This is an optimization exercise on Yosys and OpenROAD, whose aim is small area, a short achievable clock period and few clock cycles per item, not a production implementation. RTL that was checked went through simulation tests only; none was proved equivalent to the original. No functional check of the RTL was part of runs 3, 5, 7 and 8. In runs 1, 2, 4, 6 and 8 the design's own scripts or RTL, not TritonCTS, make the clock network. No driver is modelled on the clock port, so clock power and skew are understated where the tree is cut down; a real chip needs a root buffer or a tree. Power is estimated from default activity; no workload was simulated.

==> design/flow/design.v <==
`timescale 1ns / 1ps
module prng (
	input clk,     
	input rst,   
	input [31:0] seed,
	input start,
	input cont,
	output reg done,
	output [31:0] rand_num
);
localparam B  = 4;                 
localparam NB = (31 + B - 1) / B;  
reg [30:0] acc;    
reg  [2:0] cnt;    
reg  [3:0] nen;    
wire busy = !nen[0];
assign rand_num = {1'b0, acc};
wire [30:0] nen_bits = {{7{nen[3]}}, {8{nen[2]}}, {8{nen[1]}}, {8{nen[0]}}};
wire [30:0] b = ~({acc[2:0], acc[30:3]} | nen_bits);
wire [30:0] g = acc & b;    
wire [30:0] p = acc ^ b;    
localparam LB = (B > 8) ? 4 : (B > 4) ? 3 : (B > 2) ? 2 : (B > 1) ? 1 : 0;   
wire [30:0] lg [0:LB];
wire [30:0] lp [0:LB];
wire [30:0] gl = lg[LB];
wire [30:0] pl = lp[LB];
assign lg[0] = g;
assign lp[0] = p;
wire [NB-1:0] bg, bp;
wire [30:0] c;
genvar i, j, k;
generate
	for (k = 0; k < LB; k = k + 1) begin : local_level
		for (i = 0; i < 31; i = i + 1) begin : local_bit
			localparam LO = i - i % B;
			localparam OFF = i % B;
			localparam J = LO + (OFF & ~((2 << k) - 1)) + (1 << k) - 1;
			if ((OFF >> k) & 1) begin : merge
				assign lg[k+1][i] = lg[k][i] | lp[k][i] & lg[k][J];
				assign lp[k+1][i] = lp[k][i] & lp[k][J];
			end else begin : pass
				assign lg[k+1][i] = lg[k][i];
				assign lp[k+1][i] = lp[k][i];
			end
		end
	end
	for (j = 0; j < NB; j = j + 1) begin : block_gp
		localparam TOP = (j * B + B - 1 > 30) ? 30 : j * B + B - 1;
		assign bg[j] = gl[TOP];
		assign bp[j] = pl[TOP];
	end
endgenerate
localparam L = (NB > 16) ? 5 : (NB > 8) ? 4 : (NB > 4) ? 3 : (NB > 2) ? 2 : 1;   
wire [NB-1:0] cg [0:L];
wire [NB-1:0] cp [0:L];
assign cg[0] = bg;
assign cp[0] = bp;
generate
	for (k = 0; k < L; k = k + 1) begin : ring_level
		for (j = 0; j < NB; j = j + 1) begin : ring_block
			localparam J2 = (j + NB - (1 << k) % NB) % NB;
			assign cg[k+1][j] = cg[k][j] | cp[k][j] & cg[k][J2];
			assign cp[k+1][j] = cp[k][j] & cp[k][J2];
		end
	end
	for (i = 0; i < 31; i = i + 1) begin : carry
		localparam BI = i / B;
		localparam BPREV = (BI + NB - 1) % NB;
		if (i % B == 0) begin : first
			assign c[i] = cg[L][BPREV];
		end else begin : next
			assign c[i] = gl[i-1] | pl[i-1] & cg[L][BPREV];
		end
	end
endgenerate
wire [3:0]  keep = ~nen | {4{done}};
wire [30:0] keep_bits = {{7{keep[3]}}, {8{keep[2]}}, {8{keep[1]}}, {8{keep[0]}}};
wire [30:0] x = (p & keep_bits) | ({seed[15:0], seed[30:16]} & ~keep_bits);
always @(posedge clk)
	acc <= x ^ c;
always @(posedge clk) begin
	if (rst) begin
		nen  <= 4'hf;
		done <= 1'b0;
		cnt  <= 3'd0;
	end else if (busy) begin
		cnt <= cnt + 3'd1;
		if (cnt == 3'd4)        nen[0] <= 1'b1;
		if (cnt[2])             nen[1] <= 1'b1;
		if (cnt[2] && !cnt[1])  nen[2] <= 1'b1;
		if (cnt[2] && !cnt[0])  nen[3] <= 1'b1;
		if (cnt == 3'd4)        done  <= 1'b1;
	end else if (done) begin
		if (!start) done <= 1'b0;
	end else if (start) begin
		nen <= 4'd0;
		cnt <= 3'd0;
	end
end
endmodule
==> design/flow/flow/run.sh <==
#!/bin/bash
# The standard layout (standard.sh) with these changes:
#  - synthesis: ABC maps the logic with flow/abc.script instead of ORFS's
#    abc_speed.script; everything else, registers included, is as in the
#    standard flow;
#  - the port buffers are plain buffers (sky130_fd_sc_hd__buf_1) instead of
#    the cell buffer_ports picks by itself;
#  - after clock tree synthesis, flow/clock_tree.tcl replaces the two-level
#    clock tree with one level of clock buffers;
#  - timing repair aims for 6.35 ns of setup slack.
set -euo pipefail
cp -r "$FLOW_HOME/scripts" scripts
cp flow/abc.script scripts/abc_speed.script
export SCRIPTS_DIR="$PWD/scripts"
export BUFFER_PORTS_ARGS="-buffer_cell sky130_fd_sc_hd__buf_1"
export POST_CTS_TCL="$PWD/flow/clock_tree.tcl"
export SETUP_SLACK_MARGIN=6.35
bash standard.sh > standard.log 2>&1
==> design/flow/flow/abc.script <==
&get -n
&st
&syn2
&dch
&nf -R 20
&put
buffer -c
topo
stime -c
upsize -c
dnsize -c
==> design/flow/flow/clock_tree.tcl <==
# POST_CTS hook: replace the clock tree that clock_tree_synthesis built (a
# root buffer feeding leaf buffers) with a single level of buffers: the clock
# port drives NBUF clock buffers, each driving the clock pins of one group of
# nearby flip-flops. Every flip-flop's clock passes through exactly one
# buffer, so the clock arrives at all of them at about the same time.
set nbuf 4
set cell sky130_fd_sc_hd__clkbuf_8

set block [ord::get_db_block]
set db [ord::get_db]
set clk_net [[$block findBTerm clk] getNet]

# Walk the clock network from the port: buffers to remove, and the clock pins
# of the cells they (or the port) drive.
set bufs {}
set loads {}
set sinks {}
set todo [list $clk_net]
while {[llength $todo] > 0} {
  set net [lindex $todo 0]
  set todo [lrange $todo 1 end]
  foreach it [$net getITerms] {
    if {![$it isInputSignal] && [$it getIoType] ne "INPUT"} { continue }
    set inst [$it getInst]
    set m [[$inst getMaster] getName]
    if {[string match "sky130_fd_sc_hd__clkbuf_*" $m] || [string match "sky130_fd_sc_hd__buf_*" $m]} {
      lappend bufs $inst
      lappend todo [[$inst findITerm X] getNet]
    } elseif {[string match "clkload*" [$inst getName]]} {
      # a dummy load clock_tree_synthesis added to balance its tree
      lappend loads $inst
    } else {
      lappend sinks $it
    }
  }
}
puts "clock_tree.tcl: [llength $bufs] clock buffers and [llength $loads] dummy loads removed, [llength $sinks] clock pins"

foreach inst $loads {
  foreach it [$inst getITerms] { if {[$it getNet] ne "NULL"} { $it disconnect } }
  odb::dbInst_destroy $inst
}

foreach inst $bufs {
  set onet [[$inst findITerm X] getNet]
  foreach it [$onet getITerms] { $it disconnect }
  [$inst findITerm A] disconnect
  odb::dbInst_destroy $inst
  odb::dbNet_destroy $onet
}

# Group the clock pins: split by x into halves, then each half by y.
proc split_by {pts idx n} {
  set pts [lsort -integer -index $idx $pts]
  set per [expr {int(ceil(double([llength $pts]) / $n))}]
  set out {}
  for {set k 0} {$k < $n} {incr k} {
    lappend out [lrange $pts [expr {$k * $per}] [expr {($k + 1) * $per - 1}]]
  }
  return $out
}
set pts {}
foreach it $sinks {
  set loc [[$it getInst] getLocation]
  lappend pts [list [lindex $loc 0] [lindex $loc 1] $it]
}
set groups {}
foreach half [split_by $pts 0 [expr {$nbuf / 2}]] {
  foreach g [split_by $half 1 2] { lappend groups $g }
}

set master [$db findMaster $cell]
set k 0
foreach grp $groups {
  if {[llength $grp] == 0} { continue }
  set sx 0
  set sy 0
  foreach p $grp {
    incr sx [lindex $p 0]
    incr sy [lindex $p 1]
  }
  set b [odb::dbInst_create $block $master clkbuf_leaf_$k]
  set net [odb::dbNet_create $block clknet_leaf_$k]
  $net setSigType CLOCK
  [$b findITerm A] connect $clk_net
  [$b findITerm X] connect $net
  foreach p $grp { [lindex $p 2] connect $net }
  $b setLocation [expr {$sx / [llength $grp]}] [expr {$sy / [llength $grp]}]
  $b setPlacementStatus PLACED
  incr k
}
puts "clock_tree.tcl: $k clock buffers ($cell) inserted"
detailed_placement
check_placement -verbose
==> design/flow/standard.sh <==
#!/bin/bash
# synth_recipe.tcl (not shown) runs the flow's synth.tcl, then flattens the netlist and writes it again
# the make line also repeats each setting of config.mk as NAME=value (left out here)
make -C /OpenROAD-flow-scripts/flow DESIGN_CONFIG=/design/flow/config.mk WORK_HOME=/design/flow/orfs CLKGATE_MAP_FILE= SYNTH_SCRIPT=/design/flow/synth_recipe.tcl "${@:-finish}"
==> design/flow/config.mk <==
export PLATFORM = sky130hd
export DESIGN_NAME = prng
export DESIGN_NICKNAME = prng
export VERILOG_FILES = /design/flow/design.v
export SDC_FILE = /design/flow/constraint.sdc
export NUM_CORES = 8
export LEC_CHECK = 0
export CAP_MARGIN = 20
export CORE_MARGIN = 2
export CORE_UTILIZATION = 40
export SLEW_MARGIN = 40
==> design/flow/constraint.sdc <==
create_clock -name core_clock -period 9.0 [get_ports {clk}]
set_input_delay 1.8000 -clock core_clock [delete_from_list [all_inputs] [get_ports {clk}]]
set_output_delay 1.8000 -clock core_clock [all_outputs]
set_load 0.01 [all_outputs]
==> results of run 1 <==
path summary, 6_finish.rpt:
kind	start	to	slack (ns)
max	done$_SDFFE_PP0P_	done	6.46
max reg2reg	nen[2]$_SDFFE_PP1P_	acc[15]$_DFF_P_	6.47
min reg2reg	cnt[2]$_SDFFE_PP0P_	cnt[2]$_SDFFE_PP0P_	0.54
min	cnt[2]$_SDFFE_PP0P_	cnt[2]$_SDFFE_PP0P_	0.54
area by class of cell:
cell class | count | area (sq um) | share of cell area, %
Timing Repair Buffer | 65 | 250.2 | 7.877
Inverter | 8 | 30.03 | 0.9453
Multi-Input combinational cell | 269 | 1947 | 61.28
Sequential cell | 39 | 794.5 | 25.01
Tap cell | 80 | 100.1 | 3.151
Buffer | 4 | 55.05 | 1.733
sequential cells by signal, summed over array words and instances, names as in the netlist:
name  count
acc      31
nen       4
cnt       3
done      1
layer usage:
metal / vias up / track usage, % / share of wire, %
met4: 0 / 3.776 / 0.84
met1: 1137 / 23.84 / 49
met3: 4 / 3.981 / 3.7
met5: - / 0 / 0
li1: 1282 / - / -
met2: 37 / 29.08 / 46
metrics by stage:
stage	power (mW)	utilization, %	std cells	area, sq um
global placement	0.9317	45.44	461	3070
floorplan	0.7790	-	325	2764
finish	1.039	47.02	465	3177
global route	1.140	47.02	465	3177
detailed placement	0.9433	45.56	461	3078
power groups by stage:
| stage | Clock, mW | Sequential [mW] | Combinational (mW) |
|---|---|---|---|
| detailed placement | 0 | 0.333 | 0.610 |
| finish | 0.0914 | 0.329 | 0.619 |
| floorplan | 0 | 0.346 | 0.433 |
| global placement | 0 | 0.332 | 0.600 |
| global route | 0.100 | 0.341 | 0.698 |
cells by family after synthesis:
kind of cell             synth area share (%)
other                                  0.1357
XOR/XNOR                                9.823
AO/OA/AOI/OAI                           17.97
multiplexers                            10.50
adder cells (fa/ha/maj)                 14.94
AND/OR/NAND/NOR                         15.93
buffers and inverters                   2.445
flip-flops                              28.25
cell usage in the layout (no fill, tap or decap), types with 8 or more instances in the layout:
cell and instances:
dfxtp_2 8, buf_1 60, nor2_1 54, xor2_1 13, a21oi_1 28, inv_1 8
nand2_1 19, a21o_1 9, mux2i_1 29, dfxtp_1 30, xnor2_1 18, ha_1 33
==> summary.txt, run 1 <==
Placed design
  • Pre-CTS WS: 6.272 ns
  • Port-buffer cells: 65
  • Final HPWL DP: approximately 5200 microns
  • Final Wtd Congestion: approximately 0.8

Clock network
  • Clock-pin slew on the worst setup and hold paths: 0.08 ns
  • Worst skew pair latency: 0.14 ns
  • Clk sinks: 39

Synthesis
  • Syn Nets: roughly 400
  • Number of flops mapped to enable cells by yosys: 0
  • Count leader, synth: nor2_1
  • Top FF cell, synth: dfxtp_1
  • Asr flop ratio synth: 0%
  • Top cells by count, synth: 55 x nor2_1, 39 x dfxtp_1, 33 x ha_1
  • Largest cells by area after synthesis: dfxtp_1 28%, ha_1 15%, mux2i_1 11%, nor2_1 7.5%, xnor2_1 5.7%
  • Seq/Total Area, Yosys: 28.25%
  • Mapped cell area: approximately 2800 sq um
  • Top cell type by total area after synthesis: dfxtp_1
  • Mean Syn Cell Area: between 8 and 9 sq um
  • Yosys cell types: 36
  • Yosys top cell area share: ~28%
  • Synth warn: 1
  • Yosys reg bits: 39
  • Syn Inst Count: about 330

Pwr
  • Psw: between 0.4 and 0.5 mW
  • Pwr Density: roughly 330 nW/um^2
  • Leak: ~1.5 nW
  • Max VDD drop: 0.1261 mV
  • Reg power frac: about a third
  • Sw frac: a little under half
  • Internal power: around 0.55 mW
  • Comb pwr share: a little under 60%
  • Clk network pwr share: under 10%

Route
  • First-pass DRT Iterations: 4
  • DRC: 0
  • Detailed Route WL: 6462 microns
  • WL/cell: roughly 14 microns
  • Post-DRT Antenna Nets: 0
  • DRT iter0 DRCs: 49
  • Vias: ~2.5k
  • Via density: around 5.3

Global routing
  • Vias in the first global route: 2,372
  • Largest net degree at the start of global routing: 14
  • Total global-route track usage: between 15 and 20%
  • Antenna violations before repair: 0
  • First-pass GRT wire length: 10,700 microns
  • Gr ovfl total: 0

Critical path
  • Startpoint Class: register
  • Critical path class: register to output port
  • Delay-heaviest family, CP: flip-flops
  • Stages on worst setup path: 1
  • Worst R2R Path Depth: 11
  • WP data arrival: between 0.7 and 0.8 ns
  • Worst path cell trace: buf_1
  • Worst Setup End Kind: output port
  • Req. time, crit path: roughly 7.2 ns
  • Slowest-stage cell, CP: dfxtp_2
  • WP buf/inv: 1
  • CP peak stage delay: between 0.4 and 0.5 ns
  • CP Max Fanout: 7

Floorplan
  • Die area: between 7000 and 8000 sq um
  • Core Box Area: a little under 7000 sq um
  • Die H: around 87 microns
  • Rows: 30
  • Die X: just under 90 microns
  • Initial Utilization: between 40% and 50%
  • # IOs: about 70

Timing
  • Worst-margin pin slew: roughly 0.60 ns
  • Final hold vios: 0
  • Fin worst setup slack: between 6 and 7 ns
  • Final worst path period need: 2.542 ns
  • Fmax: 393.3 MHz
  • Final setup vio count: 0
  • Max-slew violations: 0
  • Fin Setup TNS: 0 ns
  • Rel. slew slack: 59.76%
  • RSZ-0062 raised after global routing: true
  • Fin Clk Skew: roughly 0.010 ns
  • Min Hold Slack: 0.5423 ns
  • Final period util: about 28%

Cells and area
  • Final-stage net count: 456
  • Layout cells sized above 1: ~11%
  • Area grow syn2layout: 14.94%
  • Antenna cells: 0
  • Filler Cells Inserted: roughly 700

Flow run
  • Max cap viols: 0

Outcome
  • Status: complete, no violations

Worst hold path
  • Hold path depth: 2
  • Hold Crit Class: register to register
Testbench counts, summed over its fixed seeds: cycles 18,432, items 2,048.
==> run 2: changes to the inputs <==
--- a/design/flow/flow/run.sh
+++ b/design/flow/flow/run.sh
@@ -7,12 +7,12 @@
 #    the cell buffer_ports picks by itself;
 #  - after clock tree synthesis, flow/clock_tree.tcl replaces the two-level
 #    clock tree with one level of clock buffers;
-#  - timing repair aims for 6.35 ns of setup slack.
+#  - timing repair aims for 6.4 ns of setup slack.
 set -euo pipefail
 cp -r "$FLOW_HOME/scripts" scripts
 cp flow/abc.script scripts/abc_speed.script
 export SCRIPTS_DIR="$PWD/scripts"
 export BUFFER_PORTS_ARGS="-buffer_cell sky130_fd_sc_hd__buf_1"
 export POST_CTS_TCL="$PWD/flow/clock_tree.tcl"
-export SETUP_SLACK_MARGIN=6.35
+export SETUP_SLACK_MARGIN=6.4
 bash standard.sh > standard.log 2>&1
==> run 2 against run 1 <==
  * Clock power rose by 0.4%
  * Sequential power increased by 3%
  * Total power increased by 7.7%
  * Setup slack improved by 0.048 ns
  * Global-route usage about the same
  * Design area rose by 6.0%
  * Combinational power is 11% higher
  * Die area stayed put
  * Clock skew is 0.0013 ns lower
  * Cell count is 1.3% higher
==> summary.txt, run 2 <==
Outcome
  • Status: complete, no violations (unchanged)

Clock network
  • Clk sinks: 39 (unchanged)
  • Worst skew pair latency: 0.14 ns (about the same)
  • Clock-pin slew on the worst setup and hold paths: 0.08 ns (about the same)

Floorplan
  • Die H: 87.13 microns (unchanged)
  • # IOs: 69 (unchanged)
  • Die X: 87.13 microns (unchanged)
  • Rows: 30 (unchanged)
  • Core Box Area: 6756 sq um (unchanged)
  • Die area: 7591 sq um (unchanged)
  • Initial Utilization: 40.91% (unchanged)

Pwr
  • Internal power: 0.6077 mW (was 0.5511 mW)
  • Leak: 1.579 nW (was 1.457 nW)
  • Max VDD drop: 0.1619 mV (was 0.1261 mV)
  • Reg power frac: 30.2% (was 31.7%)
  • Psw: 0.5113 mW (was 0.4880 mW)
  • Comb pwr share: 61.6% (was 59.5%)
  • Sw frac: 45.69% (was 46.96%)
  • Clk network pwr share: 8.2% (was 8.8%)
  • Pwr Density: 332.4 nW/um^2 (was 327.1 nW/um^2)

Placed design
  • Final Wtd Congestion: 0.7920 (unchanged)
  • Port-buffer cells: 65 (unchanged)
  • Final HPWL DP: 5207 microns (unchanged)
  • DP Area: 3078 sq um (unchanged)
  • Pre-CTS WS: 6.272 ns (unchanged)
  • DP Cell Count: 461 (unchanged)

Timing
  • Max-slew violations: 0 (unchanged)
  • Final hold vios: 0 (unchanged)
  • Fin Setup TNS: 0 ns (unchanged)
  • RSZ-0062 raised after global routing: true (unchanged)
  • Fin Clk Skew: 0.008865 ns (was 0.01020 ns)
  • Fmax: 400.8 MHz (was 393.3 MHz)
  • Worst-margin pin slew: 0.6155 ns (was 0.6030 ns)
  • Final setup vio count: 0 (unchanged)
  • Final worst path period need: 2.495 ns (was 2.542 ns)
  • Fin worst setup slack: 6.505 ns (was 6.458 ns)
  • Rel. slew slack: 58.92% (was 59.76%)
  • Final period util: 27.72% (was 28.25%)

Route
  • Detailed Route WL: 6665 microns (was 6462 microns)
  • DRC: 0 (unchanged)
  • Vias: 2,497 (was 2,460)
  • DRT iter0 DRCs: 49 (unchanged)
  • WL/cell: 14.15 microns (was 13.90 microns)
  • First-pass DRT Iterations: 4 (unchanged)
  • Via density: 5.301 (was 5.290)
  • Post-DRT Antenna Nets: 0 (unchanged)

Worst hold path
  • Hold path depth: 2 (unchanged)
  • Hold Crit Class: register to register (unchanged)

Synthesis
  • Number of flops mapped to enable cells by yosys: 0 (unchanged)
  • Yosys cell types: 36 (unchanged)
  • Syn Inst Count: 325 (unchanged)
  • Mapped cell area: 2764 sq um (unchanged)
  • Synth warn: 1 (unchanged)
  • Largest cells by area after synthesis: dfxtp_1 28%, ha_1 15%, mux2i_1 11%, nor2_1 7.5%, xnor2_1 5.7% (unchanged)
  • Mean Syn Cell Area: 8.504 sq um (unchanged)
  • Count leader, synth: nor2_1 (unchanged)
  • Asr flop ratio synth: 0% (unchanged)
  • Top FF cell, synth: dfxtp_1 (unchanged)
  • Yosys top cell area share: 28.25% (unchanged)
  • Seq/Total Area, Yosys: 28.25% (unchanged)
  • Yosys reg bits: 39 (unchanged)
  • Top cells by count, synth: 55 x nor2_1, 39 x dfxtp_1, 33 x ha_1 (unchanged)
  • Syn Nets: 394 (unchanged)
  • Top cell type by total area after synthesis: dfxtp_1 (unchanged)

Critical path
  • WP data arrival: 2.52 ns (was 0.74 ns)
  • Flop2flop setup slack: 6.51 ns (was 6.47 ns)
  • Startpoint Class: register (unchanged)
  • Worst Setup End Kind: register (was output port)
  • Req. time, crit path: 9.02 ns (was 7.20 ns)
  • Worst R2R Path Depth: 12 (was 11)
  • CP Max Fanout: 5 (was 7)
  • Critical path class: register to register (was register to output port)

Cells and area
  • Most common cell after layout, fill and taps aside: nor2_1 (was buf_1)
  • Final Util: 49.83% (was 47.02%)
  • Area grow syn2layout: 21.82% (was 14.94%)
  • Largest regs: acc (31), nen (4), cnt (3) (unchanged)
  • Finished Cell Area: 3367 sq um (was 3177 sq um)
  • Top reg by flops: acc (unchanged)
  • Final-stage net count: 462 (was 456)
  • Antenna cells: 0 (unchanged)
  • Commonest non-fill, non-tap cells in the layout: 54 x nor2_1, 33 x buf_1, 32 x ha_1, 32 x dfxtp_2, 32 x buf_2 (was 60 x buf_1, 54 x nor2_1, 33 x ha_1, 30 x dfxtp_1, 29 x mux2i_1)
  • Layout cells sized above 1: 29.16% (was 11.17%)
  • Final cell count without fillers: 471 (was 465)
  • Max reg flops: 31 (unchanged)

Global routing
  • Gr ovfl total: 0 (unchanged)
  • Total global-route track usage: 17.68% (was 17.70%)
  • First-pass GRT wire length: 10,760 microns (was 10,700 microns)
  • Vias in the first global route: 2,403 (was 2,372)
  • Largest net degree at the start of global routing: 14 (unchanged)
  • Antenna violations before repair: 0 (unchanged)

Flow run
  • Max cap viols: 0 (unchanged)
==> run 2: changes by cell type in the layout (fill, tap and decap cells not counted), moves of 4 or more <==
cell,delta
a21oi_1,-4
buf_1,-27
buf_2,+27
buf_4,+6
dfxtp_1,-27
dfxtp_2,+24
==> run 2: cells by family (layout without fill, tap and decap cells) <==
kind of cell	Yosys count	after routing	synth area share, %
simple gates	99	99	15.93
xor+xnor	31	31	9.823
buf+inv	17	83	2.445
fa+ha+maj	33	33	14.94
other cells	1	1	0.1357
mux	29	29	10.50
flops	39	39	28.25
compound gates	76	76	17.97
==> run 2: path summary, 6_finish.rpt <==
kind,from,end
setup / recovery,acc[18]$_DFF_P_,acc[15]$_DFF_P_
setup reg to reg,acc[18]$_DFF_P_,acc[15]$_DFF_P_
hold reg to reg,cnt[2]$_SDFFE_PP0P_,cnt[2]$_SDFFE_PP0P_
hold / removal,cnt[2]$_SDFFE_PP0P_,cnt[2]$_SDFFE_PP0P_
==> run 2: routing by layer <==
metal  part of all wire [%]  vias to the layer above  track usage (%)
met1                     48                     1153            23.67
met2                     47                       48            29.42
li1                       -                     1292                -
met3                    3.9                        4            3.981
met5                      0                        -                0
met4                   0.89                        0            3.357
==> run 2: stage by stage <==
stage                     hold WS [ns]  power (mW)
after floorplan                 0.4909      0.7790
after global placement          0.5125      0.9317
after detailed placement        0.5191      0.9433
after global routing            0.5757       1.220
final                           0.5398       1.119
==> run 2: final cells by class <==
cell class / instances / area [sq um]
buffer: 4 / 55.05
timing repair buffer: 71 / 329.1
inverter: 8 / 30.03
fill: 670 / 3390
multi-input combinational: 269 / 2017
tap: 80 / 100.1
sequential: 39 / 835.8
==> run 2: power by group through the flow <==
| stage | registers, mW | clock network (mW) | logic, mW |
|---|---|---|---|
| 3_3_place_gp | 0.332 | 0 | 0.600 |
| 2_1_floorplan | 0.346 | 0 | 0.433 |
| 5_1_grt | 0.351 | 0.101 | 0.769 |
| 3_5_place_dp | 0.333 | 0 | 0.610 |
| 6_report | 0.338 | 0.0918 | 0.689 |
==> run 2: worst max-delay path: stages (launching register included) <==
cell	delay, ns
dfxtp_2	0.32
buf_4	0.13
nor2_1	0.16
ha_4	0.25
a21o_1	0.18
a31o_1	0.24
a21oi_2	0.17
o31ai_1	0.10
a31oi_1	0.31
inv_1	0.13
a21oi_4	0.16
o21ai_1	0.09
xnor2_1	0.12
==> run 3: changes to the inputs <==
--- a/design/flow/design.v
+++ b/design/flow/design.v
@@ -78,23 +78,22 @@
 wire [30:0] x = (p & keep_bits) | ({seed[15:0], seed[30:16]} & ~keep_bits);
 always @(posedge clk)
 	acc <= x ^ c;
+always @(posedge clk)
+	cnt <= busy ? cnt + 3'd1 : 3'd0;
 always @(posedge clk) begin
 	if (rst) begin
 		nen  <= 4'hf;
 		done <= 1'b0;
-		cnt  <= 3'd0;
 	end else if (busy) begin
-		cnt <= cnt + 3'd1;
 		if (cnt == 3'd4)        nen[0] <= 1'b1;
 		if (cnt[2])             nen[1] <= 1'b1;
 		if (cnt[2] && !cnt[1])  nen[2] <= 1'b1;
 		if (cnt[2] && !cnt[0])  nen[3] <= 1'b1;
-		if (cnt == 3'd4)        done  <= 1'b1;
+		if (cnt == 3'd4)        done   <= 1'b1;
 	end else if (done) begin
 		if (!start) done <= 1'b0;
 	end else if (start) begin
 		nen <= 4'd0;
-		cnt <= 3'd0;
 	end
 end
 endmodule
--- a/design/flow/flow/run.sh
+++ b/design/flow/flow/run.sh
@@ -7,12 +7,12 @@
 #    the cell buffer_ports picks by itself;
 #  - after clock tree synthesis, flow/clock_tree.tcl replaces the two-level
 #    clock tree with one level of clock buffers;
-#  - timing repair aims for 6.4 ns of setup slack.
+#  - timing repair aims for 6.3 ns of setup slack.
 set -euo pipefail
 cp -r "$FLOW_HOME/scripts" scripts
 cp flow/abc.script scripts/abc_speed.script
 export SCRIPTS_DIR="$PWD/scripts"
 export BUFFER_PORTS_ARGS="-buffer_cell sky130_fd_sc_hd__buf_1"
 export POST_CTS_TCL="$PWD/flow/clock_tree.tcl"
-export SETUP_SLACK_MARGIN=6.4
+export SETUP_SLACK_MARGIN=6.3
 bash standard.sh > standard.log 2>&1
==> run 3 against run 2 <==
  * The run now fails in 4_1_cts
  * Synthesized area fell by 1.6%
  * Synthesized cell count is 1.8% lower
==> summary.txt, run 3 <==
Synthesis
  • Top cells by count, synth: 53 x nor2_1, 39 x dfxtp_1, 33 x ha_1 (was 55 x nor2_1, 39 x dfxtp_1, 33 x ha_1)
  • Yosys top cell area share: 28.70% (was 28.25%)
  • Syn Inst Count: 319 (was 325)
  • Asr flop ratio synth: 0% (unchanged)
  • Count leader, synth: nor2_1 (unchanged)
  • Post-synthesis compound-gate area fraction: 16.79% (was 17.97%)
  • Yosys cell types: 33 (was 36)
  • Top FF cell, synth: dfxtp_1 (unchanged)
  • Seq/Total Area, Yosys: 28.70% (was 28.25%)
  • Mux contribution to synthesized area: 10.67% (was 10.50%)
  • Adder-Cell Fraction of Synth Area: 15.18% (was 14.94%)
  • Top cell type by total area after synthesis: dfxtp_1 (unchanged)
  • Post-Synth Simple-Gate Area: 15.73% (was 15.93%)
  • Yosys reg bits: 39 (unchanged)
  • Xor and xnor fraction of the mapped netlist area: 10.30% (was 9.823%)
  • Number of flops mapped to enable cells by yosys: 0 (unchanged)
  • Mapped cell area: 2720 sq um (was 2764 sq um)
  • Largest cells by area after synthesis: dfxtp_1 29%, ha_1 15%, mux2i_1 11%, nor2_1 7.3%, xnor2_1 6.1% (was dfxtp_1 28%, ha_1 15%, mux2i_1 11%, nor2_1 7.5%, xnor2_1 5.7%)
  • Mean Syn Cell Area: 8.527 sq um (was 8.504 sq um)
  • Syn Nets: 388 (was 394)
  • Main combinational cell family by area after synthesis: compound AO/OA/AOI/OAI gates (unchanged)
  • Synth warn: 1 (unchanged)

Clock network
  • Clk sinks: 39 (unchanged)

Floorplan
  • Die X: 86.47 microns (was 87.13 microns)
  • # IOs: 69 (unchanged)
  • Rows: 30 (unchanged)
  • Die H: 86.47 microns (was 87.13 microns)
  • Initial Utilization: 40.71% (was 40.91%)

Outcome
  • Tool Error: Error: cts.tcl, 90 invalid command name "NULL"
  • Status: aborted with a tool error (was complete, no violations)
  • Failing step: 4_1_cts

Placed design
  • DP Area: 3038 sq um (was 3078 sq um)
  • Port-buffer cells: 65 (unchanged)
  • Final Wtd Congestion: 0.8240 (was 0.7920)
  • Final HPWL DP: 5154 microns (was 5207 microns)
[run 3: cells by family after synthesis]
logic type               Yosys count
AO/OA/AOI/OAI                     72
other                              1
adder cells (fa/ha/maj)           33
buffers and inverters             17
XOR/XNOR                          32
flip-flops                        39
AND/OR/NAND/NOR                   96
multiplexers                      29
[run 3: metrics by stage]
step	std cells	util [%]	setup slack [ns]	hold WS, ns
after detailed placement	456	45.47	6.173	0.4767
after floorplan	319	-	6.452	0.4298
after global placement	456	45.36	6.213	0.4551
[run 3: how the worst max path moves through the flow]
stage | slack, ns | startpoint | end
3_5_place_dp | 6.17 | nen[0]$_SDFF_PP1_ | acc[11]$_DFF_P_
3_3_place_gp | 6.21 | nen[0]$_SDFF_PP1_ | acc[11]$_DFF_P_
2_1_floorplan | 6.45 | nen[1]$_SDFFE_PP1P_ | acc[3]$_DFF_P_
[run 3: power groups by stage]
stage / logic, mW / clock network [mW] / registers, mW
detailed placement: 0.605 / 0 / 0.334
floorplan: 0.426 / 0 / 0.346
global placement: 0.594 / 0 / 0.333
==> run 4: changes to the inputs <==
--- a/design/flow/design.v
+++ b/design/flow/design.v
@@ -78,22 +78,23 @@
 wire [30:0] x = (p & keep_bits) | ({seed[15:0], seed[30:16]} & ~keep_bits);
 always @(posedge clk)
 	acc <= x ^ c;
-always @(posedge clk)
-	cnt <= busy ? cnt + 3'd1 : 3'd0;
 always @(posedge clk) begin
 	if (rst) begin
 		nen  <= 4'hf;
 		done <= 1'b0;
+		cnt  <= 3'd0;
 	end else if (busy) begin
+		cnt <= cnt + 3'd1;
 		if (cnt == 3'd4)        nen[0] <= 1'b1;
 		if (cnt[2])             nen[1] <= 1'b1;
 		if (cnt[2] && !cnt[1])  nen[2] <= 1'b1;
 		if (cnt[2] && !cnt[0])  nen[3] <= 1'b1;
-		if (cnt == 3'd4)        done   <= 1'b1;
+		if (cnt == 3'd4)        done  <= 1'b1;
 	end else if (done) begin
 		if (!start) done <= 1'b0;
 	end else if (start) begin
 		nen <= 4'd0;
+		cnt <= 3'd0;
 	end
 end
 endmodule
==> run 4 against run 3 <==
  * Now clean on timing, DRC and antenna
  * Synthesized cell count rose by 1.9%
  * Synthesized area rose by 1.6%
==> summary.txt, run 4 <==
Route
  • Post-DRT Antenna Nets: 0
  • First-pass DRT Iterations: 4
  • Detailed Route WL: 6487 microns
  • DRC: 0
  • Vias: ~2.5k
  • Via density: about 5.3
  • DRT iter0 DRCs: 56
  • WL/cell: about 14 microns

Placed design
  • Final Wtd Congestion: 0.7920 (was 0.8240)
  • Final HPWL DP: 5207 microns (was 5154 microns)
  • Port-buffer cells: 65 (unchanged)

Critical path
  • Critical path class: register to output port
  • Worst Setup End Kind: output port
  • Delay-heaviest family, CP: flip-flops
  • Worst path cell trace: buf_1
  • R2r endpoint: acc[15]$_DFF_P_
  • Worst R2R Path Depth: 11
  • Worst R2R Start: nen[2]$_SDFFE_PP1P_
  • Flop2flop setup slack: approximately 6.5 ns
  • Startpoint Class: register
  • Slowest-stage cell, CP: dfxtp_2
  • WP buf/inv: 1
  • Req. time, crit path: ~7 ns
  • CP Max Fanout: 7
  • WP data arrival: 0.74 ns
  • CP peak stage delay: 0.43 ns

Cells and area
  • Antenna cells: 0
  • Final Util: 46.69%
  • Max reg flops: 31
  • Top reg by flops: acc
  • Area grow syn2layout: 14.12%
  • Layout cells sized above 1: about 8.3%
  • Most common cell after layout, fill and taps aside: buf_1
  • Commonest non-fill, non-tap cells in the layout: 65 x buf_1, 54 x nor2_1, 34 x dfxtp_1, 33 x ha_1, 29 x mux2i_1
  • Final-stage net count: approximately 460
  • Largest regs: acc (31), nen (4), cnt (3)

Pwr
  • Sw frac: 47.16%
  • Internal power: 0.5446 mW
  • Max VDD drop: between 0.1 and 0.15 mV
  • Leak: roughly 1.4 nW
  • Comb pwr share: between 50% and 60%
  • Psw: just under 0.5 mW
  • Pwr Density: roughly 330 nW/um^2
  • Clk network pwr share: 8.8%
  • Reg power frac: approximately a third

Timing
  • Fin Setup TNS: 0 ns
  • Rel. slew slack: between 50% and 60%
  • RSZ-0062 raised after global routing: true
  • Final worst path period need: around 2.5 ns
  • Final period util: 28.21%
  • Fmax: between 300 and 400 MHz
  • Worst-margin pin slew: 0.6030 ns
  • Final setup vio count: 0
  • Final hold vios: 0
  • Fin Clk Skew: ~0.0094 ns
  • Max-slew violations: 0

Global routing
  • Antenna violations before repair: 0
  • Largest net degree at the start of global routing: 14
  • First-pass GRT wire length: about 11,000 microns
  • Vias in the first global route: 2,372
  • Gr ovfl total: 0
  • Total global-route track usage: 17.72%

Synthesis
  • Top cell type by total area after synthesis: dfxtp_1 (unchanged)
  • Mean Syn Cell Area: 8.504 sq um (was 8.527 sq um)
  • Synth warn: 1 (unchanged)
  • Top FF cell, synth: dfxtp_1 (unchanged)
  • Syn Inst Count: 325 (was 319)
  • Mapped cell area: 2764 sq um (was 2720 sq um)
  • Seq/Total Area, Yosys: 28.25% (was 28.70%)
  • Count leader, synth: nor2_1 (unchanged)
  • Asr flop ratio synth: 0% (unchanged)
  • Yosys top cell area share: 28.25% (was 28.70%)
  • Syn Nets: 394 (was 388)
  • Yosys cell types: 36 (was 33)
  • Largest cells by area after synthesis: dfxtp_1 28%, ha_1 15%, mux2i_1 11%, nor2_1 7.5%, xnor2_1 5.7% (was dfxtp_1 29%, ha_1 15%, mux2i_1 11%, nor2_1 7.3%, xnor2_1 6.1%)
  • Yosys reg bits: 39 (unchanged)
  • Number of flops mapped to enable cells by yosys: 0 (unchanged)
  • Top cells by count, synth: 55 x nor2_1, 39 x dfxtp_1, 33 x ha_1 (was 53 x nor2_1, 39 x dfxtp_1, 33 x ha_1)

Floorplan
  • Die X: 87.13 microns (was 86.47 microns)
  • Die H: 87.13 microns (was 86.47 microns)
  • # IOs: 69 (unchanged)
  • Die area: 7591 sq um
  • Core Box Area: 6756 sq um
  • Rows: 30 (unchanged)
  • Initial Utilization: 40.91% (was 40.71%)

Worst hold path
  • Hold path depth: 2
  • Min-delay src: cnt[2]$_SDFFE_PP0P_
  • Hold EP: cnt[2]$_SDFFE_PP0P_
  • Hold Crit Class: register to register

Flow run
  • Max cap viols: 0

Clock network
  • Worst skew pair latency: approximately 0.14 ns
  • Clock-pin slew on the worst setup and hold paths: about 0.08 ns
  • Clk sinks: 39 (unchanged)

Outcome
  • Status: complete, no violations (was aborted with a tool error)
## run 4: how the worst max path moves through the flow
stage                   startpoint           endpoint  slack (ns)  cells after the start
6_report         done$_SDFFE_PP0P_               done        6.46                      1
5_1_grt        nen[1]$_SDFFE_PP1P_    acc[11]$_DFF_P_        6.30                     10
3_5_place_dp     nen[0]$_SDFF_PP1_    acc[15]$_DFF_P_        6.27                     11
3_3_place_gp     nen[0]$_SDFF_PP1_    acc[15]$_DFF_P_        6.31                     11
2_1_floorplan                start  nen[0]$_SDFF_PP1_        6.56                      3
## run 4: final cells by class
| class | count | area [sq um] |
|---|---|---|
| Tap cell | 80 | 100.1 |
| Inverter | 8 | 30.03 |
| Timing Repair Buffer | 65 | 244.0 |
| Buffer | 4 | 55.05 |
| Fill cell | 706 | 3602 |
| Sequential cell | 39 | 789.5 |
| Multi-Input combinational cell | 269 | 1936 |
## run 4: power by group through the flow
stage          registers (mW)  clock network, mW  logic, mW
3_5_place_dp            0.333                  0      0.610
3_3_place_gp            0.332                  0      0.600
5_1_grt                 0.340              0.100      0.692
2_1_floorplan           0.346                  0      0.433
6_report                0.327             0.0905      0.614
## run 4: kinds of logic (layout without fill, tap and decap cells)
logic type / Yosys count / after routing / share of synthesized area [%]
AO/OA/AOI/OAI: 76 / 76 / 17.97
XOR/XNOR: 31 / 31 / 9.823
adder cells (fa/ha/maj): 33 / 33 / 14.94
buffers and inverters: 17 / 77 / 2.445
flip-flops: 39 / 39 / 28.25
multiplexers: 29 / 29 / 10.50
other: 1 / 1 / 0.1357
AND/OR/NAND/NOR: 99 / 99 / 15.93
## run 4: routing by layer
layer  vias to the layer above  track usage (%)  share of wire (%)
met5                         -                0                  0
met3                         4            3.981                4.1
met4                         0            3.776               0.83
met1                      1141            23.90                 49
li1                       1280                -                  -
met2                        45            29.08                 46
## run 4: per-stage QoR
| step | setup slack [ns] | total power, mW | std cells | cell area (sq um) | hold slack [ns] |
|---|---|---|---|---|---|
| floorplan | 6.561 | 0.7790 | 325 | 2764 | 0.4909 |
| global placement | 6.308 | 0.9317 | 461 | 3070 | 0.5125 |
| detailed placement | 6.272 | 0.9433 | 461 | 3078 | 0.5191 |
| global route | 6.299 | 1.132 | 465 | 3154 | 0.5756 |
| finish | 6.462 | 1.031 | 465 | 3154 | 0.5403 |
## run 4: worst min-delay path: cells and delay by family, from the launching register on
kind	cells	cell delay [ns]
compound gates	1	0.12
flops	1	0.33
simple gates	1	0.05
Testbench counts of run 4, summed over its fixed seeds: cycles 18,432, items 2,048.
==> run 5: changes to the inputs <==
--- a/design/flow/design.v
+++ b/design/flow/design.v
@@ -8,7 +8,7 @@
 	output reg done,
 	output [31:0] rand_num
 );
-localparam B  = 4;                 
+localparam B  = 8;                 
 localparam NB = (31 + B - 1) / B;  
 reg [30:0] acc;    
 reg  [2:0] cnt;    
==> run 5 against run 4 <==
  * The flow now stops in 4_1_cts
  * Synthesized cell count is 6.2% lower
  * Synthesized area is 3.4% lower
==> summary.txt, run 5 <==
Outcome
  • Status: aborted with a tool error (was complete, no violations)
  • Failing step: 4_1_cts
  • Tool Error: Error: cts.tcl, 90 invalid command name "NULL"

Synthesis
  • Syn Inst Count: 305 (was 325)
  • Mean Syn Cell Area: 8.754 sq um (was 8.504 sq um)
  • Largest cells by area after synthesis: dfxtp_1 29%, ha_1 15%, mux2i_1 11%, nor2_1 6.3%, xnor2_1 5.2% (was dfxtp_1 28%, ha_1 15%, mux2i_1 11%, nor2_1 7.5%, xnor2_1 5.7%)
  • Seq/Total Area, Yosys: 29.24% (was 28.25%)
  • Top cell type by total area after synthesis: dfxtp_1 (unchanged)
  • Top FF cell, synth: dfxtp_1 (unchanged)
  • Count leader, synth: nor2_1 (unchanged)
  • Yosys reg bits: 39 (unchanged)
  • Yosys top cell area share: 29.24% (was 28.25%)
  • Mapped cell area: 2670 sq um (was 2764 sq um)
  • Number of flops mapped to enable cells by yosys: 0 (unchanged)
  • Top cells by count, synth: 45 x nor2_1, 39 x dfxtp_1, 33 x ha_1 (was 55 x nor2_1, 39 x dfxtp_1, 33 x ha_1)
  • Asr flop ratio synth: 0% (unchanged)
  • Yosys cell types: 40 (was 36)
  • Synth warn: 1 (unchanged)
  • Syn Nets: 374 (was 394)

Floorplan
  • Initial Utilization: 41.81% (was 40.91%)
  • Rows: 29 (was 30)
  • Die H: 85.70 microns (was 87.13 microns)
  • Die X: 85.70 microns (was 87.13 microns)
  • # IOs: 69 (unchanged)

Placed design
  • Port-buffer cells: 65 (unchanged)
  • Final Wtd Congestion: 0.8161 (was 0.7920)
  • DP Cell Count: 438 (was 461)
  • Pre-CTS WS: 5.914 ns (was 6.272 ns)
  • Final HPWL DP: 4771 microns (was 5207 microns)

Clock network
  • Clk sinks: 39 (unchanged)
-- run 5: cell count changes after synthesis, sizes merged, moves of 4 or more --
cell | before | now
nor2 | 55 | 46
o31ai | 8 | 0
a21oi | 33 | 27
a31o | 6 | 1
a21o | 9 | 13
nand2 | 21 | 17
-- run 5: power groups by stage --
| stage | combinational [mW] | sequential, mW | clock (mW) |
|---|---|---|---|
| detailed placement | 0.550 | 0.335 | 0 |
| floorplan | 0.386 | 0.346 | 0 |
| global placement | 0.539 | 0.336 | 0 |
-- run 5: worst max-delay path by stage --
stage	end	cells past startpoint	slack (ns)	startpoint
3_5_place_dp	acc[30]$_DFF_P_	10	5.91	nen[0]$_SDFF_PP1_
3_3_place_gp	acc[30]$_DFF_P_	10	5.93	nen[0]$_SDFF_PP1_
2_1_floorplan	acc[7]$_DFF_P_	12	6.35	nen[2]$_SDFFE_PP1P_
-- run 5: cell families after synthesis --
logic type,synth area share (%)
adders and majority gates,15.46
and+or+nand+nor,14.34
DFF,29.24
other,0.1404
AOI/OAI and AO/OA,16.82
buffers and inverters,2.531
xor gates and xnor gates,10.17
muxes,11.29
-- run 5: metrics by stage --
stage	utilization [%]	hold WS, ns	instance area (sq um)
3_3_place_gp	46.55	0.5102	2973
2_1_floorplan	-	0.4909	2670
3_5_place_dp	46.63	0.5299	2978
==> run 6: changes to the inputs <==
--- a/design/flow/design.v
+++ b/design/flow/design.v
@@ -8,14 +8,14 @@
 	output reg done,
 	output [31:0] rand_num
 );
-localparam B  = 8;                 
+localparam B  = 4;                 
 localparam NB = (31 + B - 1) / B;  
 reg [30:0] acc;    
 reg  [2:0] cnt;    
-reg  [3:0] nen;    
+reg  [1:0] nen;    
 wire busy = !nen[0];
 assign rand_num = {1'b0, acc};
-wire [30:0] nen_bits = {{7{nen[3]}}, {8{nen[2]}}, {8{nen[1]}}, {8{nen[0]}}};
+wire [30:0] nen_bits = {{15{nen[1]}}, {16{nen[0]}}};
 wire [30:0] b = ~({acc[2:0], acc[30:3]} | nen_bits);
 wire [30:0] g = acc & b;    
 wire [30:0] p = acc ^ b;    
@@ -73,27 +73,25 @@
 		end
 	end
 endgenerate
-wire [3:0]  keep = ~nen | {4{done}};
-wire [30:0] keep_bits = {{7{keep[3]}}, {8{keep[2]}}, {8{keep[1]}}, {8{keep[0]}}};
+wire [1:0]  keep = ~nen | {2{done}};
+wire [30:0] keep_bits = {{15{keep[1]}}, {16{keep[0]}}};
 wire [30:0] x = (p & keep_bits) | ({seed[15:0], seed[30:16]} & ~keep_bits);
 always @(posedge clk)
 	acc <= x ^ c;
 always @(posedge clk) begin
 	if (rst) begin
-		nen  <= 4'hf;
+		nen  <= 2'b11;
 		done <= 1'b0;
 		cnt  <= 3'd0;
 	end else if (busy) begin
 		cnt <= cnt + 3'd1;
 		if (cnt == 3'd4)        nen[0] <= 1'b1;
 		if (cnt[2])             nen[1] <= 1'b1;
-		if (cnt[2] && !cnt[1])  nen[2] <= 1'b1;
-		if (cnt[2] && !cnt[0])  nen[3] <= 1'b1;
 		if (cnt == 3'd4)        done  <= 1'b1;
 	end else if (done) begin
 		if (!start) done <= 1'b0;
 	end else if (start) begin
-		nen <= 4'd0;
+		nen <= 2'b00;
 		cnt <= 3'd0;
 	end
 end
==> run 6 against run 5 <==
  * Now clean on timing, DRC and antenna
  * Synthesized cell count is 3.3% higher
  * Synthesized area is 0.33% higher
==> summary.txt, run 6 <==
Outcome
  • Status: complete, no violations (was aborted with a tool error)

Timing
  • Final period util: about 28%
  • Fmax: just under 400 MHz
  • Rel. slew slack: a little under three fifths
  • Final hold vios: 0
  • Final setup vio count: 0
  • Final worst path period need: between 2 and 3 ns
  • Worst-margin pin slew: ~0.66 ns
  • Max-slew violations: 0
  • Fin Clk Skew: approximately 0.007 ns
  • RSZ-0062 raised after global routing: false
  • Fin Setup TNS: 0 ns

Synthesis
  • Post-Synth Simple-Gate Area: 14.99% (was 14.34%)
  • Yosys reg bits: 37 (was 39)
  • Syn Inst Count: 315 (was 305)
  • Post-synthesis compound-gate area fraction: 18.31% (was 16.82%)
  • Largest cells by area after synthesis: dfxtp_1 28%, ha_1 15%, mux2i_1 11%, nor2_1 7.4%, xnor2_1 5.9% (was dfxtp_1 29%, ha_1 15%, mux2i_1 11%, nor2_1 6.3%, xnor2_1 5.2%)
  • Top cells by count, synth: 53 x nor2_1, 37 x dfxtp_1, 33 x ha_1 (was 45 x nor2_1, 39 x dfxtp_1, 33 x ha_1)
  • Count leader, synth: nor2_1 (unchanged)
  • Main combinational cell family by area after synthesis: compound AO/OA/AOI/OAI gates (unchanged)
  • Xor and xnor fraction of the mapped netlist area: 10.14% (was 10.17%)
  • Synth warn: 1 (unchanged)
  • Mapped cell area: 2679 sq um (was 2670 sq um)
  • Mean Syn Cell Area: 8.504 sq um (was 8.754 sq um)
  • Mux contribution to synthesized area: 10.84% (was 11.29%)
  • Adder-Cell Fraction of Synth Area: 15.41% (was 15.46%)
  • Top FF cell, synth: dfxtp_1 (unchanged)
  • Yosys top cell area share: 27.65% (was 29.24%)
  • Syn Nets: 384 (was 374)
  • Top cell type by total area after synthesis: dfxtp_1 (unchanged)
  • Number of flops mapped to enable cells by yosys: 0 (unchanged)
  • Seq/Total Area, Yosys: 27.65% (was 29.24%)
  • Yosys cell types: 34 (was 40)
  • Asr flop ratio synth: 0% (unchanged)

Route
  • Via density: between 5 and 6
  • First-pass DRT Iterations: 20
  • Detailed Route WL: about 6300 microns
  • DRC: 0
  • DRT iter0 DRCs: 61
  • Post-DRT Antenna Nets: 0
  • Vias: between 2k and 2.5k
  • WL/cell: around 14 microns

Pwr
  • Leak: 1.402 nW
  • Pwr Total: about 1.0 mW
  • Pwr Density: roughly 340 nW/um^2
  • Max VDD drop: ~0.13 mV

Worst hold path
  • Min-delay src: cnt[2]$_SDFFE_PP0P_
  • Hold path depth: 1
  • Hold EP: cnt[2]$_SDFFE_PP0P_
  • Hold Crit Class: register to register

Critical path
  • Worst Setup End Kind: register
  • Flop2flop setup slack: approximately 6.5 ns
  • Slowest-stage cell, CP: dfxtp_4
  • CP peak stage delay: roughly 0.42 ns
  • WP data arrival: between 2 and 3 ns
  • R2r endpoint: acc[11]$_DFF_P_
  • Worst R2R Path Depth: 10
  • WP buf/inv: 1
  • Delay-heaviest family, CP: compound AO/OA/AOI/OAI gates
  • Worst path cell trace: buf_4 > nor2_1 > ha_1 > and3_2 > a31oi_2 > o31ai_2 > a31oi_2 > o21ai_1 > a21oi_2 > xor2_1
  • Req. time, crit path: between 9 and 10 ns
  • Most frequent CP cell: a31oi_2
  • Critical path class: register to register
  • CP Max Fanout: 11
  • Worst R2R Start: nen[0]$_SDFF_PP1_
  • Startpoint Class: register

Global routing
  • Largest net degree at the start of global routing: 21
  • Total global-route track usage: 17.28%
  • First-pass GRT wire length: a little over 10,000 microns
  • Antenna violations before repair: 0
  • Gr ovfl total: 0
  • Vias in the first global route: between 2k and 2.5k

Cells and area
  • Largest regs: acc (31), cnt (3), nen (2)
  • Area grow syn2layout: 15.97%
  • Finished Cell Area: about 3100 sq um
  • Filler Cells Inserted: approximately 670
  • Area of the multi-input gates: between 1500 and 2000 sq um
  • Antenna cells: 0
  • Max reg flops: 31
  • Final-stage net count: between 400 and 500
  • Final cell count without fillers: between 400 and 500
  • Register area: between 700 and 800 sq um
  • Top reg by flops: acc
  • Layout cells sized above 1: a little under a tenth
  • Commonest non-fill, non-tap cells in the layout: 65 x buf_1, 53 x nor2_1, 34 x dfxtp_1, 33 x ha_1, 29 x mux2i_1
  • Most common cell after layout, fill and taps aside: buf_1

Clock network
  • Clk sinks: 37 (was 39)
  • Clock-pin slew on the worst setup and hold paths: 0.07 ns
  • Worst skew pair latency: ~0.14 ns

Placed design
  • Final Wtd Congestion: 0.8179 (was 0.8161)
  • DP Area: 2994 sq um (was 2978 sq um)
  • DP Cell Count: 449 (was 438)
  • Final HPWL DP: 4995 microns (was 4771 microns)
  • Port-buffer cells: 65 (unchanged)

Floorplan
  • # IOs: 69 (unchanged)
  • Die area: between 7000 and 8000 sq um
  • Rows: 29 (unchanged)
  • Die X: 85.84 microns (was 85.70 microns)
  • Core Box Area: between 6000 and 7000 sq um
  • Die H: 85.84 microns (was 85.70 microns)
  • Initial Utilization: 41.71% (was 41.81%)

Flow run
  • Max cap viols: 0
==> run 6: cell families (layout without fill, tap and decap cells) <==
family	after synthesis	in the layout
AO/OA/AOI/OAI	75	75
other	1	1
buffers and inverters	16	79
XOR/XNOR	31	31
multiplexers	29	29
adder cells (fa/ha/maj)	33	33
flip-flops	37	37
AND/OR/NAND/NOR	93	93
==> run 6: cell type report <==
class,instances,area share (%)
multi-input cells,262,61.70
flip-flops and latches,37,24.12
plain buffers,4,1.772
repair buffers,67,8.337
well taps,77,3.101
inverters,8,0.9666
==> run 6: where the power goes <==
| part | internal (mW) | leakage [nW] | switching (mW) | total [mW] |
|---|---|---|---|---|
| clock | 0.0405 | 0.0288 | 0.0469 | 0.0875 |
| combinational | 0.265 | 1.06 | 0.378 | 0.643 |
| sequential | 0.245 | 0.312 | 0.0739 | 0.319 |
==> run 6: how the worst max path moves through the flow <==
stage / startpoint / to / slack [ns] / depth (start not counted)
final: nen[0]$_SDFF_PP1_ / acc[11]$_DFF_P_ / 6.48 / 10
after global routing: nen[0]$_SDFF_PP1_ / acc[11]$_DFF_P_ / 6.30 / 10
after detailed placement: nen[0]$_SDFF_PP1_ / acc[11]$_DFF_P_ / 6.05 / 10
after global placement: nen[0]$_SDFF_PP1_ / acc[11]$_DFF_P_ / 6.08 / 10
after floorplan: nen[1]$_SDFFE_PP1P_ / acc[19]$_DFF_P_ / 6.36 / 13
==> run 6: metal layers <==
layer | vias up | routed length [microns] | GRT usage, %
met4 | 0 | 72 | 4.185
met2 | 51 | 2897 | 28.76
met3 | 5 | 288 | 4.812
li1 | 1251 | - | -
met5 | - | 0 | 0
met1 | 1094 | 3054 | 22.16
==> run 6: per-stage QoR <==
step / worst slack (ns) / hold slack [ns] / util [%]
6_report: 6.479 / 0.4601 / 48.37
5_1_grt: 6.302 / 0.4894 / 48.37
3_5_place_dp: 6.050 / 0.4491 / 46.62
3_3_place_gp: 6.082 / 0.4414 / 46.46
2_1_floorplan: 6.356 / 0.4232 / -
Testbench counts of run 6, summed over its fixed seeds: cycles 18,432, items 2,048.
==> run 7: changes to the inputs <==
--- a/design/flow/design.v
+++ b/design/flow/design.v
@@ -12,10 +12,10 @@
 localparam NB = (31 + B - 1) / B;  
 reg [30:0] acc;    
 reg  [2:0] cnt;    
-reg  [1:0] nen;    
+reg  [2:0] nen;    
 wire busy = !nen[0];
 assign rand_num = {1'b0, acc};
-wire [30:0] nen_bits = {{15{nen[1]}}, {16{nen[0]}}};
+wire [30:0] nen_bits = {{10{nen[2]}}, {10{nen[1]}}, {11{nen[0]}}};
 wire [30:0] b = ~({acc[2:0], acc[30:3]} | nen_bits);
 wire [30:0] g = acc & b;    
 wire [30:0] p = acc ^ b;    
@@ -73,25 +73,26 @@
 		end
 	end
 endgenerate
-wire [1:0]  keep = ~nen | {2{done}};
-wire [30:0] keep_bits = {{15{keep[1]}}, {16{keep[0]}}};
+wire [2:0]  keep = ~nen | {3{done}};
+wire [30:0] keep_bits = {{10{keep[2]}}, {10{keep[1]}}, {11{keep[0]}}};
 wire [30:0] x = (p & keep_bits) | ({seed[15:0], seed[30:16]} & ~keep_bits);
 always @(posedge clk)
 	acc <= x ^ c;
 always @(posedge clk) begin
 	if (rst) begin
-		nen  <= 2'b11;
+		nen  <= 3'b111;
 		done <= 1'b0;
 		cnt  <= 3'd0;
 	end else if (busy) begin
 		cnt <= cnt + 3'd1;
 		if (cnt == 3'd4)        nen[0] <= 1'b1;
 		if (cnt[2])             nen[1] <= 1'b1;
+		if (cnt[2] && !cnt[1])  nen[2] <= 1'b1;
 		if (cnt == 3'd4)        done  <= 1'b1;
 	end else if (done) begin
 		if (!start) done <= 1'b0;
 	end else if (start) begin
-		nen <= 2'b00;
+		nen <= 3'b000;
 		cnt <= 3'd0;
 	end
 end
==> run 7 against run 6 <==
  * The flow now stops in 4_1_cts
  * Synthesized cell count up 2.2%
  * Synthesized area up 2.1%
==> summary.txt, run 7 <==
Synthesis
  • Count leader, synth: nor2_1 (unchanged)
  • Yosys top cell area share: 27.81% (was 27.65%)
  • Top cell type by total area after synthesis: dfxtp_1 (unchanged)
  • Yosys reg bits: 38 (was 37)
  • Largest cells by area after synthesis: dfxtp_1 28%, ha_1 15%, mux2i_1 11%, nor2_1 7.3%, a21oi_1 6.2% (was dfxtp_1 28%, ha_1 15%, mux2i_1 11%, nor2_1 7.4%, xnor2_1 5.9%)
  • Synth warn: 1 (unchanged)
  • Main combinational cell family by area after synthesis: compound AO/OA/AOI/OAI gates (unchanged)
  • Mux contribution to synthesized area: 10.61% (was 10.84%)
  • Number of flops mapped to enable cells by yosys: 0 (unchanged)
  • Top FF cell, synth: dfxtp_1 (unchanged)
  • Asr flop ratio synth: 0% (unchanged)
  • Mapped cell area: 2735 sq um (was 2679 sq um)
  • Adder-Cell Fraction of Synth Area: 15.10% (was 15.41%)
  • Seq/Total Area, Yosys: 27.81% (was 27.65%)
  • Yosys cell types: 37 (was 34)
  • Top cells by count, synth: 53 x nor2_1, 38 x dfxtp_1, 34 x a21oi_1 (was 53 x nor2_1, 37 x dfxtp_1, 33 x ha_1)
  • Syn Nets: 391 (was 384)
  • Post-synthesis compound-gate area fraction: 18.30% (was 18.31%)
  • Post-Synth Simple-Gate Area: 15.74% (was 14.99%)
  • Mean Syn Cell Area: 8.494 sq um (was 8.504 sq um)
  • Xor and xnor fraction of the mapped netlist area: 9.927% (was 10.14%)
  • Syn Inst Count: 322 (was 315)

Placed design
  • Final Wtd Congestion: 0.8208 (was 0.8179)
  • Final HPWL DP: 5169 microns (was 4995 microns)
  • Port-buffer cells: 65 (unchanged)

Floorplan
  • Die H: 86.69 microns (was 85.84 microns)
  • Die X: 86.69 microns (was 85.84 microns)
  • Rows: 30 (was 29)
  • Initial Utilization: 40.71% (was 41.71%)
  • # IOs: 69 (unchanged)

Outcome
  • Failing step: 4_1_cts
  • Tool Error: Error: cts.tcl, 90 invalid command name "NULL"
  • Status: aborted with a tool error (was complete, no violations)

Clock network
  • Clk sinks: 38 (was 37)
==> run 7: logic make-up after synthesis <==
family                     Yosys count
and+or+nand+nor                     96
AOI/OAI and AO/OA                   78
DFF                                 38
adders and majority gates           33
xor gates and xnor gates            31
muxes                               29
buffers and inverters               16
other                                1
==> run 7: worst max-delay path by stage <==
stage | from | to | cells after the start
detailed placement | nen[0]$_SDFF_PP1_ | acc[27]$_DFF_P_ | 10
global placement | nen[0]$_SDFF_PP1_ | acc[27]$_DFF_P_ | 10
floorplan | start | nen[2]$_SDFFE_PP1P_ | 5
==> run 7: power groups by stage <==
stage | Combinational, mW | Sequential, mW | Clock (mW)
3_3_place_gp | 0.606 | 0.329 | 0
2_1_floorplan | 0.439 | 0.341 | 0
3_5_place_dp | 0.617 | 0.332 | 0
==> run 7: stage by stage <==
stage          total power [mW]  instances  utilization (%)  area [sq um]  setup WS (ns)
2_1_floorplan            0.7800        322                -          2735          6.318
3_3_place_gp             0.9351        460            45.47          3055          6.077
3_5_place_dp             0.9486        460            45.51          3058          6.011
==> run 8: changes to the inputs <==
--- a/design/flow/flow/clock_tree.tcl
+++ b/design/flow/flow/clock_tree.tcl
@@ -23,12 +23,13 @@
     if {![$it isInputSignal] && [$it getIoType] ne "INPUT"} { continue }
     set inst [$it getInst]
     set m [[$inst getMaster] getName]
-    if {[string match "sky130_fd_sc_hd__clkbuf_*" $m] || [string match "sky130_fd_sc_hd__buf_*" $m]} {
-      lappend bufs $inst
-      lappend todo [[$inst findITerm X] getNet]
-    } elseif {[string match "clkload*" [$inst getName]]} {
+    if {[string match "clkload*" [$inst getName]]} {
       # a dummy load clock_tree_synthesis added to balance its tree
       lappend loads $inst
+    } elseif {[string match "sky130_fd_sc_hd__clkbuf_*" $m] || [string match "sky130_fd_sc_hd__buf_*" $m]} {
+      lappend bufs $inst
+      set onet [[$inst findITerm X] getNet]
+      if {$onet ne "NULL"} { lappend todo $onet }
     } else {
       lappend sinks $it
     }
@@ -43,10 +44,12 @@
 
 foreach inst $bufs {
   set onet [[$inst findITerm X] getNet]
-  foreach it [$onet getITerms] { $it disconnect }
+  if {$onet ne "NULL"} {
+    foreach it [$onet getITerms] { $it disconnect }
+    odb::dbNet_destroy $onet
+  }
   [$inst findITerm A] disconnect
   odb::dbInst_destroy $inst
-  odb::dbNet_destroy $onet
 }
 
 # Group the clock pins: split by x into halves, then each half by y.
==> run 8 against run 7 <==
  * The run now finishes clean
  * Synthesized area did not move
  * Synthesized cell count is the same
==> summary.txt, run 8 <==
Outcome
  • Status: complete, no violations (was aborted with a tool error)

Synthesis
  • Yosys reg bits: 38 (unchanged)
  • Mean Syn Cell Area: 8.494 sq um (unchanged)
  • Top cell type by total area after synthesis: dfxtp_1 (unchanged)
  • Yosys top cell area share: 27.81% (unchanged)
  • Seq/Total Area, Yosys: 27.81% (unchanged)
  • Synth warn: 1 (unchanged)
  • Yosys cell types: 37 (unchanged)
  • Syn Nets: 391 (unchanged)
  • Mapped cell area: 2735 sq um (unchanged)
  • Top FF cell, synth: dfxtp_1 (unchanged)
  • Top cells by count, synth: 53 x nor2_1, 38 x dfxtp_1, 34 x a21oi_1 (unchanged)
  • Count leader, synth: nor2_1 (unchanged)
  • Largest cells by area after synthesis: dfxtp_1 28%, ha_1 15%, mux2i_1 11%, nor2_1 7.3%, a21oi_1 6.2% (unchanged)
  • Syn Inst Count: 322 (unchanged)
  • Asr flop ratio synth: 0% (unchanged)
  • Number of flops mapped to enable cells by yosys: 0 (unchanged)

Placed design
  • Port-buffer cells: 65 (unchanged)
  • DP Cell Count: 460 (unchanged)
  • Final Wtd Congestion: 0.8208 (unchanged)
  • Final HPWL DP: 5169 microns (unchanged)
  • Pre-CTS WS: 6.011 ns (unchanged)
  • DP Area: 3058 sq um (unchanged)

Cells and area
  • Largest regs: acc (31), cnt (3), nen (3)
  • Final cell count without fillers: roughly 470
  • Antenna cells: 0
  • Layout cells sized above 1: 12.60%
  • Area grow syn2layout: 18.71%
  • Finished Cell Area: ~3200 sq um
  • Commonest non-fill, non-tap cells in the layout: 64 x buf_1, 53 x nor2_1, 33 x ha_1, 33 x dfxtp_1, 30 x a21oi_1
  • Final-stage net count: 460
  • Max reg flops: 31
  • Most common cell after layout, fill and taps aside: buf_1
  • Top reg by flops: acc

Floorplan
  • # IOs: 69 (unchanged)
  • Rows: 30 (unchanged)
  • Die H: 86.69 microns (unchanged)
  • Die X: 86.69 microns (unchanged)
  • Initial Utilization: 40.71% (unchanged)
  • Core Box Area: 6719 sq um
  • Die area: 7515 sq um

Global routing
  • Gr ovfl total: 0
  • Total global-route track usage: 18.10%
  • First-pass GRT wire length: 10,870 microns
  • Antenna violations before repair: 0
  • Vias in the first global route: 2,401
  • Largest net degree at the start of global routing: 20

Timing
  • Fin Setup TNS: 0 ns
  • Min Hold Slack: 0.5223 ns
  • Fin worst setup slack: around 6.3 ns
  • Rel. slew slack: between 50% and 60%
  • Fin Clk Skew: roughly 0.0076 ns
  • Final hold vios: 0
  • RSZ-0062 raised after global routing: true
  • Final period util: about 29%
  • Final setup vio count: 0
  • Fmax: ~380 MHz
  • Final worst path period need: 2.652 ns
  • Worst-margin pin slew: 0.6768 ns
  • Max-slew violations: 0

Route
  • Via density: about 5.2
  • Vias: approximately 2.5k
  • First-pass DRT Iterations: 6
  • WL/cell: 13.78 microns
  • DRC: 0
  • Post-DRT Antenna Nets: 0
  • Detailed Route WL: approximately 6500 microns
  • DRT iter0 DRCs: 75

Pwr
  • Comb pwr share: about three fifths
  • Internal power: between 0.5 and 0.6 mW
  • Sw frac: a little under half
  • Max VDD drop: between 0.1 and 0.15 mV
  • Reg power frac: slightly above 30%
  • Clk network pwr share: under 10%
  • Leak: 1.460 nW
  • Pwr Density: ~330 nW/um^2
  • Psw: approximately 0.5 mW

Clock network
  • Clock-pin slew on the worst setup and hold paths: 0.07 ns
  • Worst skew pair latency: roughly 0.14 ns
  • Clk sinks: 38 (unchanged)

Critical path
  • CP peak stage delay: 0.27 ns
  • WP data arrival: ~2.7 ns
  • CP Max Fanout: 3
  • Critical path class: input pin to register
  • Slowest-stage cell, CP: or2_2
  • Startpoint Class: input pin
  • Req. time, crit path: 9.02 ns
  • Worst Setup End Kind: register
  • Worst path cell trace: clkbuf_2 > nand2b_4 > and2_4 > a31oi_4 > a21oi_1 > or2_2

Worst hold path
  • Hold Crit Class: register to register

Flow run
  • Max cap viols: 0
-- run 8: cell families (layout without fill, tap and decap cells) --
group / Yosys count / after routing / share of synthesized area [%]
AO/OA/AOI/OAI: 78 / 78 / 18.30
XOR/XNOR: 31 / 31 / 9.927
adder cells (fa/ha/maj): 33 / 33 / 15.10
buffers and inverters: 16 / 83 / 2.379
flip-flops: 38 / 38 / 27.81
multiplexers: 29 / 29 / 10.61
other: 1 / 1 / 0.1371
AND/OR/NAND/NOR: 96 / 96 / 15.74
-- run 8: worst paths after layout --
check | start | end | slack [ns] | cells after the start
setup / recovery | start | nen[2]$_SDFFE_PP1P_ | 6.35 | 6
hold / removal | cnt[1]$_SDFFE_PP0P_ | cnt[1]$_SDFFE_PP0P_ | 0.52 | 2
hold reg to reg | cnt[1]$_SDFFE_PP0P_ | cnt[1]$_SDFFE_PP0P_ | 0.52 | 2
setup reg to reg | nen[2]$_SDFFE_PP1P_ | acc[27]$_DFF_P_ | 6.47 | 10
-- run 8: cell type report --
cell class	instances	area, sq um
Buffer	4	55.05
Fill cell	683	3472
Sequential cell	38	772.0
Multi-Input combinational cell	268	1996
Tap cell	80	100.1
Timing Repair Buffer	72	297.8
Inverter	7	26.28
-- run 8: critical path, delay by kind of cell --
kind / cells / cell delay, ns
simple gates: 3 / 0.57
compound gates: 2 / 0.19
buf+inv: 1 / 0.11
-- run 8: layer usage --
metal  up-vias  wire length, microns  global-route usage, %
li1       1284                     -                      -
met1      1117                  3138                  23.78
met2        48                  2933                  28.88
met3        10                   256                  3.810
met4         0                   137                  7.386
met5         -                     0                      0
-- run 8: power by group through the flow --
stage	combinational (mW)	sequential [mW]	clock [mW]
after floorplan	0.439	0.341	0
after global placement	0.606	0.329	0
after detailed placement	0.617	0.332	0
after global routing	0.730	0.337	0.0969
final	0.643	0.326	0.0869
-- run 8: metrics by stage --
stage	power, mW	util (%)
after floorplan	0.7800	-
after global placement	0.9351	45.47
after detailed placement	0.9486	45.51
after global routing	1.164	48.32
final	1.056	48.32

## afterwards: timing with drivers on the ports
How much do the figures lean on ideal ports? The routed layouts below were timed once more, with nothing changed but the port constraints.
Step 1, drivers: a clkbuf_16 drives clk and a buf_2 each remaining input, both assumed.
Step 2 also shifts input and output timing later by t, the mid clock arrival at the registers, as if the neighbouring blocks saw the same clock.
Three values: ideal, step 1, step 2; two values: the first two.
run | t (ns) | setup WS [ns] | worst data-port slew with drivers (ns)
run 1 | 0.194 | 6.458 / 6.398 / 6.352 | 0.03
run 2 | 0.192 | 6.505 / 6.483 / 6.343 | 0.04
run 4 | 0.194 | 6.462 / 6.402 / 6.355 | 0.03
run 6 | 0.191 | 6.479 / 6.433 / 6.479 | 0.03
run 8 | 0.194 | 6.348 / 6.389 / 6.195 | 0.04
After both steps setup and hold are still met in every run listed. For run 2, which loses most, drivers alone change the setup slack by -0.022 ns; drivers and shift together by -0.162 ns.
